Context: an optimization exercise on an open-source flow, tuned for a short achievable clock period and few clock cycles. The choices shown serve that exercise and are no tape-out recipe.
At most, simulation tests tie the RTL to the original design; equivalence was not proved.

Design cpu, start of the top module:
module cpu(
    input clk,
    input reset,
    output [7:0] imem_addr,
    input [18:0] imem_data,
    output [7:0] dmem_addr,
    output [18:0] dmem_wdata,
    output dmem_we,
    input [18:0] dmem_rdata,
    output rf_we,
    output [2:0] rf_waddr,
    output [18:0] rf_wdata
);
clock: 38.0 ns
lec_check: 0
cap_margin: 20
core_margin: 2
core_utilization: 40
slew_margin: 20
standard.sh (not shown) runs the stock make flow with config.mk's settings and CLKGATE_MAP_FILE= SYNTH_SCRIPT=/design/flow/synth_recipe.tcl, a recipe that flattens the netlist after the stock synthesis.
==> flow/flow/run.sh <==
#!/bin/bash
# The standard layout (the standard.sh), with timing repair asked to leave
# a setup margin, so that it sizes and buffers the critical paths.
set -euo pipefail
bash standard.sh SETUP_SLACK_MARGIN=29.5 TNS_END_PERCENT=100 finish > standard_flow.log 2>&1
Rerun with:
--- a/flow/design.v
+++ b/flow/design.v
@@ -16,39 +16,38 @@
     reg [7:0] pcn;          
     reg [18:0] ir;
     reg ir_valid;
     reg [7:0] ir_pcp1;
     reg [2:0] sp;
     reg [18:0] rf [0:7];
     reg [7:0] rz;           
     reg x_we, x_ld, x_st, x_div;
     reg [2:0] x_rd;
     reg [7:0] x_imm;
     reg [18:0] x_a, x_b, x_sd;
-    reg x_fa, x_fb;
     reg [11:0] x_sel;       
     reg x_mul;
     reg [7:0] w_oh;         
     reg [18:0] w_data;
     reg o_we;
     reg [2:0] o_rd;
     reg [18:0] o_data;
     assign imem_addr = pc;
     assign dmem_addr = x_imm;
     assign dmem_we = x_st;
     assign dmem_wdata = x_sd;
     assign rf_we = o_we;
     assign rf_waddr = o_rd;
     assign rf_wdata = o_data;
-    wire [18:0] a = x_fa ? w_data : x_a;
-    wire [18:0] b = x_fb ? w_data : x_b;
+    wire [18:0] a = x_a;
+    wire [18:0] b = x_b;
     reg dv_busy;                
     reg [18:0] dv_a, dv_b, dv_r, dv_q;
     reg [20:0] dv_b3;
     reg [3:0] dv_i;             
     function [20:0] dstep;      
         input [20:0] r;
         input [18:0] d;
         input [20:0] d3;
         reg [21:0] t1, t2, t3;
         begin
             t1 = {1'b0, r} - {3'b0, d};
@@ -218,33 +217,29 @@
                 pc <= next_pc;
                 pcn <= next_pcn;
                 ir_valid <= 1'b1;
                 if (d_call) sp <= sp - 3'd1;
                 else if (d_ret) sp <= sp1;
             end
         end
     end
     always @(posedge clk) begin
         for (i = 0; i < 8; i = i + 1)
             if (w_oh[i]) rf[i] <= w_data;
-        w_data <= x_out;
-        if (x_wr) begin
-            o_rd <= x_rd;
-            o_data <= x_out;
-        end
+        if (x_wr) w_data <= x_out;
+        o_rd <= x_rd;
+        o_data <= x_out;
+        x_imm <= f_imm;
+        x_sd <= vb;
         if (!x_hold) begin
             x_rd <= d_rd;
-            x_imm <= f_imm;
-            x_a <= rfa;
-            x_b <= d_useimm ? d_bval : rfb;
-            x_fa <= xa_hit && d_alu;
-            x_fb <= xb_hit && d_alu;
-            x_sd <= vb;
+            x_a <= xa_hit ? x_out : rfa;
+            x_b <= d_useimm ? d_bval : (xb_hit ? x_out : rfb);
             x_sel <= d_sel;
             x_mul <= d_alu && (f_fn == 5'd2);
         end
         if (!stall) begin
             ir <= imem_data;
             ir_pcp1 <= pcn;
         end
     end
 endmodule
Effect: Final area fell by 2.6%; hold slack stays flat; cell count came out lower by 1.5%; synthesized cell count went up by 0.44%; core utilization is lower by 1.0 points; non-clock buffer count went down by 94; worst setup slack improves by 0.18 ns.
Testbench counts after the change, summed over its fixed seeds: cycles 12,300.
For the first run of this note, only the layout was checked, not whether the RTL still works.

* * *

## old
cpu, a different RTL version from the one above (not shown whole).
Size: roughly 5700 cells after synthesis, about 450 flip-flops, ~99 I/O pins, ~49000 um2 of cells after synthesis.
## cpu
module cpu(
    input clk,
    input reset,
    output [7:0] imem_addr,
    input [18:0] imem_data,
    output [7:0] dmem_addr,
    output [18:0] dmem_wdata,
    output dmem_we,
    input [18:0] dmem_rdata,
    output rf_we,
    output [2:0] rf_waddr,
    output [18:0] rf_wdata
);
Settings: LEC_CHECK=0, CAP_MARGIN=20, CORE_MARGIN=2, CORE_UTILIZATION=40, SLEW_MARGIN=20; clock period 38.0 ns.
==> flow/flow/run.sh <==
#!/bin/bash
# The standard layout (the standard.sh), with timing repair asked to leave
# a setup margin, so that it sizes and buffers the critical paths.
set -euo pipefail
bash standard.sh SETUP_SLACK_MARGIN=30.5 TNS_END_PERCENT=100 MATCH_CELL_FOOTPRINT=0 CORE_UTILIZATION=55 finish > standard_flow.log 2>&1
old | status: complete | timing, DRC, antenna: pass
The following lists how new was set up differently from old:
--- a/flow/design.v
+++ b/flow/design.v
@@ -37,16 +37,15 @@
     assign dmem_wdata = x_sd;
     assign rf_we = o_we;
     assign rf_waddr = o_rd;
     assign rf_wdata = o_data;
     wire [18:0] a = x_a;
     wire [18:0] b = x_b;
     reg dv_busy;                
-    reg [18:0] dv_b, dv_r, dv_q;
-    reg [19:0] dv_a;            
+    reg [18:0] dv_a, dv_b, dv_r, dv_q;
     reg [20:0] dv_b3;
     reg [3:0] dv_i;             
     function [20:0] dstep;      
         input [20:0] r;
         input [18:0] d;
         input [20:0] d3;
         reg [21:0] t1, t2, t3;
@@ -82,67 +81,39 @@
         if (lt[5]) nd = 4'd4;
         if (lt[4]) nd = 4'd3;
         if (lt[3]) nd = 4'd2;
         if (lt[2]) nd = 4'd1;
     end
     wire [18:0] a_top = a >> {nd, 1'b0};
     wire [20:0] s0 = dstep({2'b0, a_top}, b, b3);
-    wire [18:0] da, db;
-    wire [9:1] dlt;
-    generate
-        for (g = 1; g < 10; g = g + 1) begin : g_dlt
-            assign dlt[g] = {{(2*g){1'b0}}, da} < {db, {(2*g){1'b0}}};
-        end
-    endgenerate
-    reg [3:0] dnd;              
-    always @(*) begin
-        dnd = 4'd9;
-        if (dlt[9]) dnd = 4'd8;
-        if (dlt[8]) dnd = 4'd7;
-        if (dlt[7]) dnd = 4'd6;
-        if (dlt[6]) dnd = 4'd5;
-        if (dlt[5]) dnd = 4'd4;
-        if (dlt[4]) dnd = 4'd3;
-        if (dlt[3]) dnd = 4'd2;
-        if (dlt[2]) dnd = 4'd1;
-        if (dlt[1]) dnd = 4'd0;
-    end
-    reg x_pre;                  
-    wire dv_run = dv_busy || x_pre;
-    wire [20:0] s1 = dstep({dv_r, dv_a[19:18]}, dv_b, dv_b3);
-    wire [20:0] s2 = dstep({s1[18:0], dv_a[17:16]}, dv_b, dv_b3);
+    wire [18:0] dv_sh = dv_a >> {dv_i, 1'b0};
+    wire [20:0] s1 = dstep({dv_r, dv_sh[1:0]}, dv_b, dv_b3);
+    wire [18:0] dv_sh2 = dv_a >> {dv_i - 4'd1, 1'b0};
+    wire [20:0] s2 = dstep({s1[18:0], dv_sh2[1:0]}, dv_b, dv_b3);
     wire dv_last = (dv_i <= 4'd1);
     wire [18:0] q_slow = (dv_i == 4'd0) ? {dv_q[16:0], s1[20:19]} : {dv_q[14:0], s1[20:19], s2[20:19]};
-    wire [18:0] div_res = dv_run ? q_slow : q_fast;
-    wire x_hold = x_div && (dv_run ? !dv_last : !dv_fast);
+    wire [18:0] div_res = dv_busy ? q_slow : q_fast;
+    wire x_hold = x_div && (dv_busy ? !dv_last : !dv_fast);
     always @(posedge clk or posedge reset) begin
         if (reset) begin
             dv_busy <= 1'b0;
         end else begin
             dv_busy <= x_hold;
         end
     end
     always @(posedge clk) begin
-        if (!x_hold) begin
-            dv_a <= {1'b0, da} << {4'd9 - dnd, 1'b0};
-            dv_b <= db;
-            dv_b3 <= {2'b0, db} + {1'b0, db, 1'b0};
-            dv_i <= dnd;
-            dv_r <= da >> {dnd + 4'd1, 1'b0};   
-            dv_q <= 19'd0;
-        end else if (!dv_run) begin
-            dv_a <= {1'b0, a} << {4'd10 - nd, 1'b0};
+        if (!dv_busy) begin
+            dv_a <= a;
             dv_b <= b;
             dv_b3 <= b3;
             dv_i <= nd - 4'd1;
             dv_r <= s0[18:0];
             dv_q <= {17'd0, s0[20:19]};
         end else begin
             dv_i <= dv_i - 4'd2;
-            dv_a <= dv_a << 4;
             dv_r <= s2[18:0];
             dv_q <= {dv_q[14:0], s1[20:19], s2[20:19]};
         end
     end
     wire [18:0] r_mul = a * b;
     wire [18:0] x_fast =
         ({19{x_sel[0]}} & (a + b)) |
@@ -180,20 +151,18 @@
     wire [2:0] ra = d_ret ? sp1 : f_rs;
     wire [2:0] rb = f_rt;
     wire [18:0] rfa = w_oh[ra] ? w_data : (rz[ra] ? 19'd0 : rf[ra]);
     wire [18:0] rfb = w_oh[rb] ? w_data : (rz[rb] ? 19'd0 : rf[rb]);
     wire xa_hit = x_we && x_rd == ra;
     wire xb_hit = x_we && x_rd == rb;
     wire x_slow = x_ld || x_div || x_mul;
-    assign da = rfa;
-    assign db = rfb;
     wire [18:0] va = xa_hit ? x_fast : rfa;
     wire [18:0] vb = xb_hit ? x_fast : rfb;
     wire use_a_early = d_beq || d_bne || d_ret;
-    wire use_b_early = d_beq || d_bne;
+    wire use_b_early = d_beq || d_bne || d_st;
     wire stall = x_hold || (x_slow && ((use_a_early && xa_hit) || (use_b_early && xb_hit)));
     wire eq = (va == vb);
     wire taken = d_jmp || d_call || (d_beq && eq) || (d_bne && !eq);
     wire [7:0] next_pc = d_ret ? va[7:0] : (taken ? f_imm : pcn);
     wire [7:0] next_pcn = d_ret ? va[7:0] + 8'd1 : (taken ? f_imm + 8'd1 : pcn + 8'd1);
     wire d_we = d_alu || d_call || d_ret || d_ld || d_imm;
     wire [2:0] d_rd = d_call ? sp : (d_ret ? sp1 : (d_art ? f_rd : f_rt));
@@ -256,22 +225,21 @@
     always @(posedge clk) begin
         for (i = 0; i < 8; i = i + 1)
             if (w_oh[i]) rf[i] <= w_data;
         if (x_wr) w_data <= x_out;
         o_rd <= x_rd;
         o_data <= x_out;
         x_imm <= f_imm;
-        x_sd <= xb_hit ? x_out : rfb;
+        x_sd <= vb;
         if (!x_hold) begin
             x_rd <= d_rd;
             x_a <= xa_hit ? x_out : rfa;
             x_b <= d_useimm ? d_bval : (xb_hit ? x_out : rfb);
             x_sel <= d_sel;
             x_mul <= d_alu && (f_fn == 5'd2);
-            x_pre <= d_alu && (f_fn == 5'd3) && !xa_hit && !xb_hit && (rfb != 19'd0);
         end
         if (!stall) begin
             ir <= imem_data;
             ir_pcp1 <= pcn;
         end
     end
 endmodule
### Flow results
new against old; number of fill cells is down by more than 10%. Number of flops mapped to enable cells by yosys ended up 18 higher on new than on old. Maximum number of pins on one net before global-route repair, old and new, higher one = old. Sum of net half-perimeters after detailed placement | new below old. Compared with old, new supports a higher clock frequency. Looking at worst setup margin across both flows, new is the stronger of the two, with old trailing. Looking at critical-path cell with the highest stage delay, the dfrtp_1 result is from new; the dfxtp_4 one comes from old. Diff old -> new | count of clock-buffer cells in the layout | up by more than 10%. Relative to old, new improves via count.
Testbench counts of new, summed over its fixed seeds: cycles 12,300.
Function not checked in old: the RTL went through the layout flow alone.

==> separate check: timing with driven ports <==
No port has a modelled driver above. Below, the same layouts with a new extraction and two added sets of constraints.
Step 1, drivers: a clkbuf_16 drives clk and a buf_2 each remaining input, both assumed.
Step 2 also shifts input and output timing later by t, the mid clock arrival at the registers, as if the neighbouring blocks saw the same clock.
a / b / c = ideal / step 1 / step 2; a / b = the first two.
run	shift t [ns]	setup WS [ns]	worst setup path after step 2
the first run of note 1	0.726	28.994 / 28.932 / 29.050	input to register
the second run of note 1	0.709	29.169 / 29.105 / 28.793	input to register
old	0.715	29.148 / 29.070 / 29.267	input to register
new	0.696	29.253 / 29.181 / 29.132	input to register
After both steps setup and hold are still met in every run listed. For the second run of note 1, which loses most, drivers alone change the setup slack by -0.064 ns; drivers and shift together by -0.376 ns.
